Context: an optimization exercise on an open-source flow, tuned for small area. The choices shown serve that exercise and are no tape-out recipe.
Where RTL was checked, it was by simulation tests only, not by an equivalence proof against the original.
Power figures rest on the tool's default switching activity, not on a simulated workload.

==> flow/design.v <==
`timescale 1ns / 1ps
module act_n_weight_ctrlr #(
    parameter ADDR_IN           = 20,
    parameter ADDR_W            = 18,
    parameter ACT_PER_CORE      = 11,
    parameter WEIGHT_PER_CORE   = 9,
    parameter NUM_DENSE_CORE    = 8,
    parameter NUM_SPARSE_CORE   = 4,
    parameter INPUT_BW          = 8,
    parameter OUTPUT_BW         = 8
)(
    input                       clk,
    input                       resetn,
    input  wire start,
    output wire done,
    input  wire [9:0] TOTAL_IC,
    input  wire [5:0] OC,
    input  wire [5:0] IMG_H,
    input  wire [5:0] IMG_W,
    input  wire [2:0] K,
    input  wire signed [INPUT_BW-1:0]   input_mem_data,
    output wire [ADDR_IN-1:0]           input_mem_addr,
    output                              input_mem_en,
    input  wire signed [INPUT_BW-1:0]   weight_mem_data,
    output wire [ADDR_W-1:0]            weight_mem_addr,
    output                              weight_mem_en,
    output wire signed [INPUT_BW-1:0]   act_row_mem_data,
    output wire [ACT_PER_CORE-1:0]      act_row_mem_addr,
    output wire signed [INPUT_BW-1:0]       weight_row_mem_data,
    output wire [WEIGHT_PER_CORE-1:0]       weight_row_mem_addr,
    input wire [NUM_DENSE_CORE-1:0]     which_dense_core_done,
    input wire [NUM_SPARSE_CORE-1:0]    which_sparse_core_done,
    output wire [NUM_DENSE_CORE-1:0]        which_dense_core_start,
    output wire [NUM_SPARSE_CORE-1:0]       which_sparse_core_start
    );
    function [20:0] radd;
        input [19:0] a;
        input [19:0] b;
        input        ci;
        integer i;
        reg c;
        begin
            c = ci;
            for (i = 0; i < 20; i = i + 1) begin
                radd[i] = a[i] ^ b[i] ^ c;
                c = (a[i] & b[i]) | (c & (a[i] ^ b[i]));
            end
            radd[20] = c;
        end
    endfunction
    localparam IDLE                 = 3'd0;
    localparam SPARSE_CHECK         = 3'd1;
    localparam DENSE_CORE_CHECK     = 3'd2;
    localparam SPARSE_CORE_CHECK    = 3'd3;
    localparam LOAD_DENSE_DATA      = 3'd4;
    localparam LOAD_SPARSE_DATA     = 3'd5;
    localparam IS_DONE              = 3'd6;
    localparam DONE                 = 3'd7;
    reg [2:0] state;
    wire st_idle  = (state == IDLE);
    wire st_sc    = (state == SPARSE_CHECK);
    wire st_dcc   = (state == DENSE_CORE_CHECK);
    wire st_scc   = (state == SPARSE_CORE_CHECK);
    wire st_load  = (state == LOAD_DENSE_DATA) || (state == LOAD_SPARSE_DATA);
    wire st_isd   = (state == IS_DONE);
    wire        k3   = K[1];
    wire [20:0] wm1_s  = radd({14'd0, IMG_W}, {14'd0, {5{~k3}}, 1'b1}, 1'b0);
    wire [5:0]  wm1  = wm1_s[5:0];                                   
    wire [20:0] tm1_s  = radd({10'd0, TOTAL_IC}, {10'd0, 10'h3ff}, 1'b0);
    wire [9:0]  tm1  = tm1_s[9:0];                                   
    wire [20:0] kkt1_s = radd({10'd0, tm1}, {7'd0, k3 ? {tm1, 3'b0} : 13'd0}, 1'b0);
    wire [12:0] kkt1 = kkt1_s[12:0];                                 
    wire [20:0] ocm1_s = radd({14'd0, OC}, {14'd0, 6'h3f}, 1'b0);
    wire [20:0] wpcm1_s = radd({14'd0, ocm1_s[5:0]}, {11'd0, k3 ? {OC, 3'b0} : 9'd0}, 1'b0);
    wire [8:0]  wpcm1  = wpcm1_s[8:0];                               
    wire        one_one = ~k3 & (OC == 6'd1) & (IMG_H == 6'd1) & (IMG_W == 6'd1);
    reg        was_dense_core_q;
    reg [1:0]  ic_per_core_cnt;
    reg [5:0]  sparsity_cnt;         
    reg [5:0]  sparse_amount;        
    reg [19:0] input_mem_addr_reg;
    reg [17:0] weight_addr;
    reg [12:0] weight_base;          
    reg [3:0]  weight_ic_cnt;
    reg        weight_full;          
    reg        weight_full_q;
    reg        load_q;               
    reg [10:0] input_per_core_cnt_delay;
    reg [8:0]  weight_per_core_cnt_delay;
    reg [NUM_DENSE_CORE-1:0]   dense_core_ready;
    reg [NUM_SPARSE_CORE-1:0]  sparse_core_ready;
    reg [2:0]  dense_core_check_cnt;
    reg [1:0]  sparse_core_check_cnt;
    reg        get_core;
    reg        granted_last;         
    wire col_last = (sparsity_cnt == wm1);
    wire row_last = (sparse_amount == IMG_H);
    wire act_last = col_last & row_last;
    wire [20:0] scnt_inc_s = radd({14'd0, sparsity_cnt}, 20'd0, 1'b1);
    wire [5:0]  scnt_inc   = scnt_inc_s[5:0];
    wire [20:0] amt_inc_s  = radd({14'd0, sparse_amount}, 20'd0, st_load | (input_mem_data == 0));
    wire [5:0]  amt_inc    = amt_inc_s[5:0];
    wire [20:0] dec_s      = radd({13'd0, sparse_amount, 1'b0}, {13'd0, 1'b1, ~wm1}, 1'b1);
    wire        go_sparse  = dec_s[7];
    wire [20:0] wpc_inc_s = radd({11'd0, weight_per_core_cnt_delay}, 20'd0, 1'b1);
    wire [8:0]  weight_per_core_cnt = ~load_q ? 9'd0 : weight_full_q ? weight_per_core_cnt_delay : wpc_inc_s[8:0];
    wire       w_last    = weight_full | (weight_per_core_cnt == wpcm1);
    wire       w_step    = st_load & ~weight_full;
    wire       ic_wrap   = ~k3 | (weight_ic_cnt[3] & ~weight_ic_cnt[1] & ~weight_ic_cnt[0]);
    wire [3:0] ic_inc_s  = {weight_ic_cnt[2:0], ~(weight_ic_cnt[3] ^ weight_ic_cnt[2])};
    wire [20:0] wa_s = radd(st_isd ? {7'd0, weight_base} : {2'd0, weight_addr},
                            st_isd ? {16'd0, k3, 3'b000} : (w_step & ic_wrap) ? {7'd0, kkt1} : 20'd0,
                            st_isd | w_step);
    wire [12:0] base_next   = wa_s[12:0];
    wire        tile_last   = (weight_base == kkt1) | (one_one & (base_next == kkt1));
    wire sc_count  = st_sc & (ic_per_core_cnt == 2'd0);
    wire in_rewind = sc_count & col_last;
    wire in_step   = st_load | (sc_count & ~col_last);
    wire [20:0] in_s = radd(input_mem_addr_reg, in_rewind ? {14'h3fff, ~wm1} : 20'd0, in_step | in_rewind);
    wire [20:0] ipc_s = radd({9'd0, input_per_core_cnt_delay}, 20'd0, 1'b1);
    wire [10:0] input_per_core_cnt = load_q ? ipc_s[10:0] : 11'd0;
    wire start_pulse = load_q & (input_per_core_cnt_delay == 11'd0) & (ic_per_core_cnt == 2'd0);
    assign done             = (state == DONE);
    assign input_mem_en     = ~st_idle;
    assign weight_mem_en    = ~st_idle;
    assign input_mem_addr   = input_mem_addr_reg;
    assign weight_mem_addr  = weight_addr;
    assign act_row_mem_data    = input_mem_data;
    assign act_row_mem_addr    = input_per_core_cnt_delay;
    assign weight_row_mem_data = weight_mem_data;
    assign weight_row_mem_addr = weight_per_core_cnt_delay;
    wire [7:0] dcnt_hot = 8'd1 << dense_core_check_cnt;
    wire [3:0] scnt_hot = 4'd1 << sparse_core_check_cnt;
    assign which_dense_core_start  = (start_pulse &  was_dense_core_q) ?
        {dcnt_hot[0] & granted_last, dcnt_hot[0] & ~granted_last, dcnt_hot[6:1]} : 8'd0;
    assign which_sparse_core_start = (start_pulse & ~was_dense_core_q) ?
        {scnt_hot[0] & granted_last, scnt_hot[0] & ~granted_last, scnt_hot[2:1]} : 4'd0;
    reg [2:0] n_state;
    always @(*) begin
        case (state)
        IDLE              : n_state = start ? SPARSE_CHECK : IDLE;
        SPARSE_CHECK      : begin
            if (ic_per_core_cnt != 2'd0)
                n_state = was_dense_core_q ? LOAD_DENSE_DATA : LOAD_SPARSE_DATA;
            else if (col_last)
                n_state = go_sparse ? SPARSE_CORE_CHECK : DENSE_CORE_CHECK;
            else
                n_state = SPARSE_CHECK;
        end
        DENSE_CORE_CHECK  : n_state = get_core ? LOAD_DENSE_DATA : DENSE_CORE_CHECK;
        SPARSE_CORE_CHECK : n_state = get_core ? LOAD_SPARSE_DATA : SPARSE_CORE_CHECK;
        LOAD_DENSE_DATA   : n_state = (act_last & w_last) ? IS_DONE : LOAD_DENSE_DATA;
        LOAD_SPARSE_DATA  : n_state = (act_last & w_last) ? IS_DONE : LOAD_SPARSE_DATA;
        IS_DONE           : n_state = tile_last ? DONE : SPARSE_CHECK;
        default           : n_state = IDLE;
        endcase
    end
    always @(posedge clk or negedge resetn) begin
        if (~resetn) state <= IDLE;
        else         state <= n_state;
    end
    always @(posedge clk) begin
        if (sc_count) begin
            sparsity_cnt  <= scnt_inc;
            sparse_amount <= amt_inc;
        end
        else if (st_load) begin
            if (~col_last)
                sparsity_cnt <= scnt_inc;
            else if (~row_last) begin
                sparsity_cnt  <= 6'd0;
                sparse_amount <= amt_inc;
            end
        end
        else begin
            sparsity_cnt  <= 6'd0;
            sparse_amount <= (st_dcc | st_scc | st_sc) ? {{5{k3}}, 1'b1} : 6'd0;
        end
    end
    always @(posedge clk) begin
        if (st_idle) begin
            input_mem_addr_reg <= 20'd0;
            weight_addr        <= 18'd0;
            weight_base        <= 13'd0;
        end
        else begin
            input_mem_addr_reg <= in_s[19:0];
            weight_addr        <= wa_s[17:0];
            if (st_isd) weight_base <= base_next;
        end
        weight_ic_cnt <= (w_step & ~ic_wrap) ? ic_inc_s[3:0] : 4'd0;
    end
    always @(posedge clk or negedge resetn) begin
        if (~resetn) begin
            load_q                    <= 1'b0;
            input_per_core_cnt_delay  <= 11'd0;
            weight_per_core_cnt_delay <= 9'd0;
        end
        else begin
            load_q                    <= st_load;
            input_per_core_cnt_delay  <= input_per_core_cnt;
            weight_per_core_cnt_delay <= weight_per_core_cnt;
        end
    end
    always @(posedge clk) begin
        weight_full   <= st_load & w_last;
        weight_full_q <= weight_full;
    end
    always @(posedge clk) begin
        if (state == LOAD_DENSE_DATA)       was_dense_core_q <= 1'b1;
        else if (state == LOAD_SPARSE_DATA) was_dense_core_q <= 1'b0;
        if (st_idle)     ic_per_core_cnt <= 2'd0;
        else if (st_isd) ic_per_core_cnt <= (~k3 & ~ic_per_core_cnt[1]) ? {ic_per_core_cnt[0], ~ic_per_core_cnt[0]} : 2'd0;
    end
    wire dense_busy  = dense_core_ready[dense_core_check_cnt];
    wire sparse_busy = sparse_core_ready[sparse_core_check_cnt];
    wire [7:0] dense_sel  = st_dcc ? (8'd1 << dense_core_check_cnt) : 8'd0;
    wire [3:0] sparse_sel = st_scc ? (4'd1 << sparse_core_check_cnt) : 4'd0;
    always @(posedge clk or negedge resetn) begin
        if (~resetn) begin
            dense_core_ready  <= 0;
            sparse_core_ready <= 0;
        end
        else begin
            dense_core_ready  <= (dense_core_ready & ~(dense_sel & which_dense_core_done)) |
                                 (~dense_core_ready & dense_sel & {8{~get_core}});
            sparse_core_ready <= (sparse_core_ready & ~(sparse_sel & which_sparse_core_done)) |
                                 (~sparse_core_ready & sparse_sel & {4{~get_core}});
        end
    end
    always @(posedge clk)
        get_core <= ~get_core & ((st_dcc & ~dense_busy) | (st_scc & ~sparse_busy));
    wire [20:0] dcnt_inc = radd({17'd0, dense_core_check_cnt}, 20'd0, 1'b1);
    wire [20:0] scnt2_inc = radd({18'd0, sparse_core_check_cnt}, 20'd0, 1'b1);
    always @(posedge clk) begin
        if (st_idle) begin
            dense_core_check_cnt  <= 3'd0;
            sparse_core_check_cnt <= 2'd0;
        end
        else if (st_dcc) begin
            if (~get_core | (dense_core_check_cnt == 3'd7))
                dense_core_check_cnt <= dcnt_inc[2:0];
        end
        else if (st_scc) begin
            if (~get_core | (sparse_core_check_cnt == 2'd3))
                sparse_core_check_cnt <= scnt2_inc[1:0];
        end
        if (get_core)
            granted_last <= st_dcc ? (dense_core_check_cnt == 3'd0) : (sparse_core_check_cnt == 2'd0);
    end
endmodule
Settings: LEC_CHECK=0, CAP_MARGIN=20, CORE_MARGIN=2, CORE_UTILIZATION=40, SLEW_MARGIN=20; clock period 15.0 ns.
standard.sh (not shown) runs the stock make flow with config.mk's settings and CLKGATE_MAP_FILE= SYNTH_SCRIPT=/design/flow/synth_recipe.tcl, a recipe that flattens the netlist after the stock synthesis.
==> flow/flow/run.sh <==
#!/bin/bash
set -euo pipefail
export BUFFER_PORTS_ARGS="-buffer_cell sky130_fd_sc_hd__buf_1"
export CTS_ARGS="-sink_clustering_enable -repair_clock_nets -buf_list sky130_fd_sc_hd__clkbuf_8 -dont_use_dummy_load"
bash standard.sh > flow_make.log 2>&1
The baseline completed with no timing, DRC or antenna violations.
==> next run, changes <==
--- a/flow/design.v
+++ b/flow/design.v
@@ -108,11 +108,10 @@
     wire       w_step    = st_load & ~weight_full;
     wire       ic_wrap   = ~k3 | (weight_ic_cnt[3] & ~weight_ic_cnt[1] & ~weight_ic_cnt[0]);
     wire [3:0] ic_inc_s  = {weight_ic_cnt[2:0], ~(weight_ic_cnt[3] ^ weight_ic_cnt[2])};
-    wire [20:0] wa_s = radd(st_isd ? {7'd0, weight_base} : {2'd0, weight_addr},
-                            st_isd ? {16'd0, k3, 3'b000} : (w_step & ic_wrap) ? {7'd0, kkt1} : 20'd0,
-                            st_isd | w_step);
-    wire [12:0] base_next   = wa_s[12:0];
+    wire [20:0] base_next_s = radd({7'd0, weight_base}, {16'd0, k3, 3'b001}, 1'b0);
+    wire [12:0] base_next   = base_next_s[12:0];
     wire        tile_last   = (weight_base == kkt1) | (one_one & (base_next == kkt1));
+    wire [20:0] wa_s = radd({2'd0, weight_addr}, {7'd0, ic_wrap ? kkt1 : 13'd0}, 1'b1);
     wire sc_count  = st_sc & (ic_per_core_cnt == 2'd0);
     wire in_rewind = sc_count & col_last;
     wire in_step   = st_load | (sc_count & ~col_last);
@@ -185,7 +184,10 @@
         end
         else begin
             input_mem_addr_reg <= in_s[19:0];
-            weight_addr        <= wa_s[17:0];
+            if (w_step)
+                weight_addr <= wa_s[17:0];
+            else if (st_isd)
+                weight_addr <= {5'd0, base_next};
             if (st_isd) weight_base <= base_next;
         end
         weight_ic_cnt <= (w_step & ~ic_wrap) ? ic_inc_s[3:0] : 4'd0;
@@ -214,18 +216,22 @@
     end
     wire dense_busy  = dense_core_ready[dense_core_check_cnt];
     wire sparse_busy = sparse_core_ready[sparse_core_check_cnt];
-    wire [7:0] dense_sel  = st_dcc ? (8'd1 << dense_core_check_cnt) : 8'd0;
-    wire [3:0] sparse_sel = st_scc ? (4'd1 << sparse_core_check_cnt) : 4'd0;
     always @(posedge clk or negedge resetn) begin
         if (~resetn) begin
             dense_core_ready  <= 0;
             sparse_core_ready <= 0;
         end
-        else begin
-            dense_core_ready  <= (dense_core_ready & ~(dense_sel & which_dense_core_done)) |
-                                 (~dense_core_ready & dense_sel & {8{~get_core}});
-            sparse_core_ready <= (sparse_core_ready & ~(sparse_sel & which_sparse_core_done)) |
-                                 (~sparse_core_ready & sparse_sel & {4{~get_core}});
+        else if (st_dcc) begin
+            if (which_dense_core_done[dense_core_check_cnt])
+                dense_core_ready[dense_core_check_cnt] <= 1'b0;
+            if (~dense_busy & ~get_core)
+                dense_core_ready[dense_core_check_cnt] <= 1'b1;
+        end
+        else if (st_scc) begin
+            if (which_sparse_core_done[sparse_core_check_cnt])
+                sparse_core_ready[sparse_core_check_cnt] <= 1'b0;
+            if (~sparse_busy & ~get_core)
+                sparse_core_ready[sparse_core_check_cnt] <= 1'b1;
         end
     end
     always @(posedge clk)
- setup slack is worse by 0.36 ns
- via count increases slightly
- critical path depth stays the same
- non-clock buffer count falls by 1
- global-route usage went up by 0.76 points
- cell count falls slightly

========
Setup of run E:
act_n_weight_ctrlr, a different RTL version from the one above (not shown whole).
Size in the first run: about 780 cells after synthesis, about 130 flip-flops, ~150 I/O pins, ~8000 sq um of cells after synthesis.
// act_n_weight_ctrlr
module act_n_weight_ctrlr #(
    parameter ADDR_IN           = 20,
    parameter ADDR_W            = 18,
    parameter ACT_PER_CORE      = 11,
    parameter WEIGHT_PER_CORE   = 9,
    parameter NUM_DENSE_CORE    = 8,
    parameter NUM_SPARSE_CORE   = 4,
    parameter INPUT_BW          = 8,
    parameter OUTPUT_BW         = 8
)(
    input                       clk,
    input                       resetn,
    input  wire start,
    output wire done,
    input  wire [9:0] TOTAL_IC,
    input  wire [5:0] OC,
    input  wire [5:0] IMG_H,
    input  wire [5:0] IMG_W,
    input  wire [2:0] K,
    input  wire signed [INPUT_BW-1:0]   input_mem_data,
    output wire [ADDR_IN-1:0]           input_mem_addr,
    output                              input_mem_en,
    input  wire signed [INPUT_BW-1:0]   weight_mem_data,
    output wire [ADDR_W-1:0]            weight_mem_addr,
    output                              weight_mem_en,
    output wire signed [INPUT_BW-1:0]   act_row_mem_data,
    output wire [ACT_PER_CORE-1:0]      act_row_mem_addr,
    output wire signed [INPUT_BW-1:0]       weight_row_mem_data,
    output wire [WEIGHT_PER_CORE-1:0]       weight_row_mem_addr,
    input wire [NUM_DENSE_CORE-1:0]     which_dense_core_done,
    input wire [NUM_SPARSE_CORE-1:0]    which_sparse_core_done,
    output wire [NUM_DENSE_CORE-1:0]        which_dense_core_start,
    output wire [NUM_SPARSE_CORE-1:0]       which_sparse_core_start
    );
==> flow/config.mk <==
export PLATFORM = sky130hd
export DESIGN_NAME = act_n_weight_ctrlr
export DESIGN_NICKNAME = act_n_weight_ctrlr
export VERILOG_FILES = /design/flow/design.v
export SDC_FILE = /design/flow/constraint.sdc
export NUM_CORES = 4
export LEC_CHECK = 0
export CAP_MARGIN = 20
export CORE_MARGIN = 2
export CORE_UTILIZATION = 40
export CTS_BUF_LIST = sky130_fd_sc_hd__clkbuf_8
export SLEW_MARGIN = 20
==> flow/constraint.sdc <==
create_clock -name core_clock -period 15.0 [get_ports {clk}]
set_input_delay 3.0000 -clock core_clock [delete_from_list [all_inputs] [get_ports {clk}]]
set_output_delay 3.0000 -clock core_clock [all_outputs]
set_load 0.01 [all_outputs]
run.sh (not shown) runs the stock make flow with config.mk's settings and CLKGATE_MAP_FILE= SYNTH_SCRIPT=/design/flow/synth_recipe.tcl, a recipe that flattens the netlist after the stock synthesis.
Stock flow here: none of the scripts above is used.
Inputs modified between run E and run B:
diff --git a/flow/design.v b/flow/design.v
--- a/flow/design.v
+++ b/flow/design.v
@@ -60,17 +60,16 @@
     wire st_idle  = (state == IDLE);
     wire st_sc    = (state == SPARSE_CHECK);
     wire st_dcc   = (state == DENSE_CORE_CHECK);
     wire st_scc   = (state == SPARSE_CORE_CHECK);
     wire st_load  = (state == LOAD_DENSE_DATA) || (state == LOAD_SPARSE_DATA);
     wire st_isd   = (state == IS_DONE);
     wire        k3   = K[1];
     wire [20:0] wm1_s  = radd({14'd0, IMG_W}, {14'd0, {5{~k3}}, 1'b1}, 1'b0);
-    wire [20:0] hm1_s  = radd({14'd0, IMG_H}, {14'd0, {5{~k3}}, 1'b1}, 1'b0);
     wire [5:0]  wm1  = wm1_s[5:0];                                   
     wire [5:0]  hm1  = hm1_s[5:0];                                   
     wire [20:0] tm1_s  = radd({10'd0, TOTAL_IC}, {10'd0, 10'h3ff}, 1'b0);
     wire [9:0]  tm1  = tm1_s[9:0];                                   
     wire [20:0] kkt1_s = radd({10'd0, tm1}, {7'd0, k3 ? {tm1, 3'b0} : 13'd0}, 1'b0);
     wire [12:0] kkt1 = kkt1_s[12:0];                                 
     wire [20:0] wpc_s  = radd({14'd0, OC}, {11'd0, k3 ? {OC, 3'b0} : 9'd0}, 1'b0);
     wire [8:0]  wpc  = wpc_s[8:0];                                   
@@ -87,43 +86,44 @@
     reg        weight_full;          
     reg        load_q;               
     reg [10:0] input_per_core_cnt_delay;
     reg [8:0]  weight_per_core_cnt_delay;
     reg [NUM_DENSE_CORE-1:0]   dense_core_ready;
     reg [NUM_SPARSE_CORE-1:0]  sparse_core_ready;
     reg [2:0]  dense_core_check_cnt;
     reg [1:0]  sparse_core_check_cnt;
-    reg        get_core, get_core_delay, start_pulse;
+    reg        get_core;
     reg [2:0]  granted_core;
     wire col_last = (sparsity_cnt == wm1);
-    wire row_last = (sparse_amount == hm1);
+    wire row_last = (sparse_amount == IMG_H);
     wire act_last = col_last & row_last;
     wire [20:0] scnt_inc_s = radd({14'd0, sparsity_cnt}, 20'd0, 1'b1);
     wire [5:0]  scnt_inc   = scnt_inc_s[5:0];
     wire [20:0] amt_inc_s  = radd({14'd0, sparse_amount}, 20'd0, st_load | (input_mem_data == 0));
     wire [5:0]  amt_inc    = amt_inc_s[5:0];
     wire [20:0] dec_s      = radd({13'd0, sparse_amount, 1'b0}, {13'd0, 1'b1, ~wm1}, 1'b1);
     wire        go_sparse  = dec_s[7];
     wire [20:0] wpc_inc_s = radd({11'd0, weight_per_core_cnt}, 20'd0, 1'b1);
     wire [8:0]  wpc_inc   = wpc_inc_s[8:0];
     wire       w_last    = weight_full | (wpc_inc == wpc);
     wire       w_step    = st_load & ~weight_full;
-    wire       ic_wrap   = ~k3 | weight_ic_cnt[3];
-    wire [20:0] ic_inc_s = radd({16'd0, weight_ic_cnt}, 20'd0, 1'b1);
+    wire       ic_wrap   = ~k3 | (weight_ic_cnt[3] & ~weight_ic_cnt[1] & ~weight_ic_cnt[0]);
+    wire [3:0] ic_inc_s  = {weight_ic_cnt[2:0], ~(weight_ic_cnt[3] ^ weight_ic_cnt[2])};
     wire [20:0] base_next_s = radd({7'd0, weight_base}, {16'd0, k3, 3'b001}, 1'b0);
     wire [12:0] base_next   = base_next_s[12:0];
     wire        tile_last   = (weight_base == kkt1) | (one_one & (base_next == kkt1));
     wire [20:0] wa_s = radd({2'd0, weight_addr}, {7'd0, ic_wrap ? kkt1 : 13'd0}, 1'b1);
     wire sc_count  = st_sc & (ic_per_core_cnt == 2'd0);
     wire in_rewind = sc_count & col_last;
     wire in_step   = st_load | (sc_count & ~col_last);
     wire [20:0] in_s = radd(input_mem_addr_reg, in_rewind ? {14'h3fff, ~wm1} : 20'd0, in_step | in_rewind);
     wire [20:0] ipc_s = radd({9'd0, input_per_core_cnt_delay}, 20'd0, 1'b1);
     wire [10:0] input_per_core_cnt = load_q ? ipc_s[10:0] : 11'd0;
+    wire start_pulse = load_q & (input_per_core_cnt_delay == 11'd0) & (ic_per_core_cnt == 2'd0);
     assign done             = (state == DONE);
     assign input_mem_en     = ~st_idle;
     assign weight_mem_en    = ~st_idle;
     assign input_mem_addr   = input_mem_addr_reg;
     assign weight_mem_addr  = weight_addr;
     assign act_row_mem_data    = input_mem_data;
     assign act_row_mem_addr    = input_per_core_cnt_delay;
     assign weight_row_mem_data = weight_mem_data;
@@ -164,17 +164,17 @@
                 sparsity_cnt <= scnt_inc;
             else if (~row_last) begin
                 sparsity_cnt  <= 6'd0;
                 sparse_amount <= amt_inc;
             end
         end
         else begin
             sparsity_cnt  <= 6'd0;
-            sparse_amount <= 6'd0;
+            sparse_amount <= (st_dcc | st_scc | st_sc) ? {{5{k3}}, 1'b1} : 6'd0;
         end
     end
     always @(posedge clk) begin
         if (st_idle) begin
             input_mem_addr_reg <= 20'd0;
             weight_addr        <= 18'd0;
             weight_base        <= 13'd0;
         end
@@ -212,22 +212,18 @@
     end
     wire dense_busy  = dense_core_ready[dense_core_check_cnt];
     wire sparse_busy = sparse_core_ready[sparse_core_check_cnt];
     always @(posedge clk or negedge resetn) begin
         if (~resetn) begin
             dense_core_ready  <= 0;
             sparse_core_ready <= 0;
             get_core          <= 1'b0;
-            get_core_delay    <= 1'b0;
-            start_pulse       <= 1'b0;
-        end
-        else begin
-            get_core_delay <= get_core;
-            start_pulse    <= get_core_delay;
+        end
+        else begin
             if (st_dcc) begin
                 if (which_dense_core_done[dense_core_check_cnt])
                     dense_core_ready[dense_core_check_cnt] <= 1'b0;
                 if (~dense_busy & ~get_core) begin
                     get_core <= 1'b1;
                     dense_core_ready[dense_core_check_cnt] <= 1'b1;
                 end
                 else get_core <= 1'b0;
--- outcome ---
[compare] base=run E new=run B: relative area change from synthesis to final layout has decreased; relative slew slack has decreased; sequential cell count has decreased; register fraction of the total cell area has increased; total power has decreased.
Going from run E to run B, number of buffers other than clock buffers in the final layout went down; cell count after synthesis went down; clock distribution power went down; proportion of cell area spent on the clock network went down.
Storage element area (run B over run E): decrease, 50 sq um
Run B ended up with a higher total track usage than run E did.
Function was not checked in any run of this note: the RTL went through the layout flow alone.

[separate check: timing with driven ports]
The results above use ideal ports. As a check the final layouts listed here were re-extracted and re-timed, cells and wires unchanged. Step 1 sets driving cells, clkbuf_16 on the clock port and buf_2 on the other inputs (assumed; they add their load-dependent delay and slew). Step 2 moves the port delays by t, midway between the first and last clock arrival at a register: inputs arrive t later, outputs are due t later. That takes back most of the time a late clock gives input paths. Slacks: ideal ports / drivers / drivers and shift; pairs: ideal ports / drivers.
run	t (ns)	setup WS [ns]	clock arrival spread, ns	cell pins on the clock port's net
the first run of note 1	0.459	2.758 / 2.773 / 2.314	0.021 / 0.022	1
the second run of note 1	0.464	2.395 / 2.409 / 1.945	0.030 / 0.030	1
run E	0.485	2.570 / 2.584 / 2.098	0.019 / 0.019	1
run B	0.478	2.592 / 2.609 / 2.130	0.010 / 0.009	1
After both steps every run listed still meets setup and hold. For run E, which loses most, drivers alone change the setup slack by +0.014 ns; drivers and shift together by -0.472 ns.
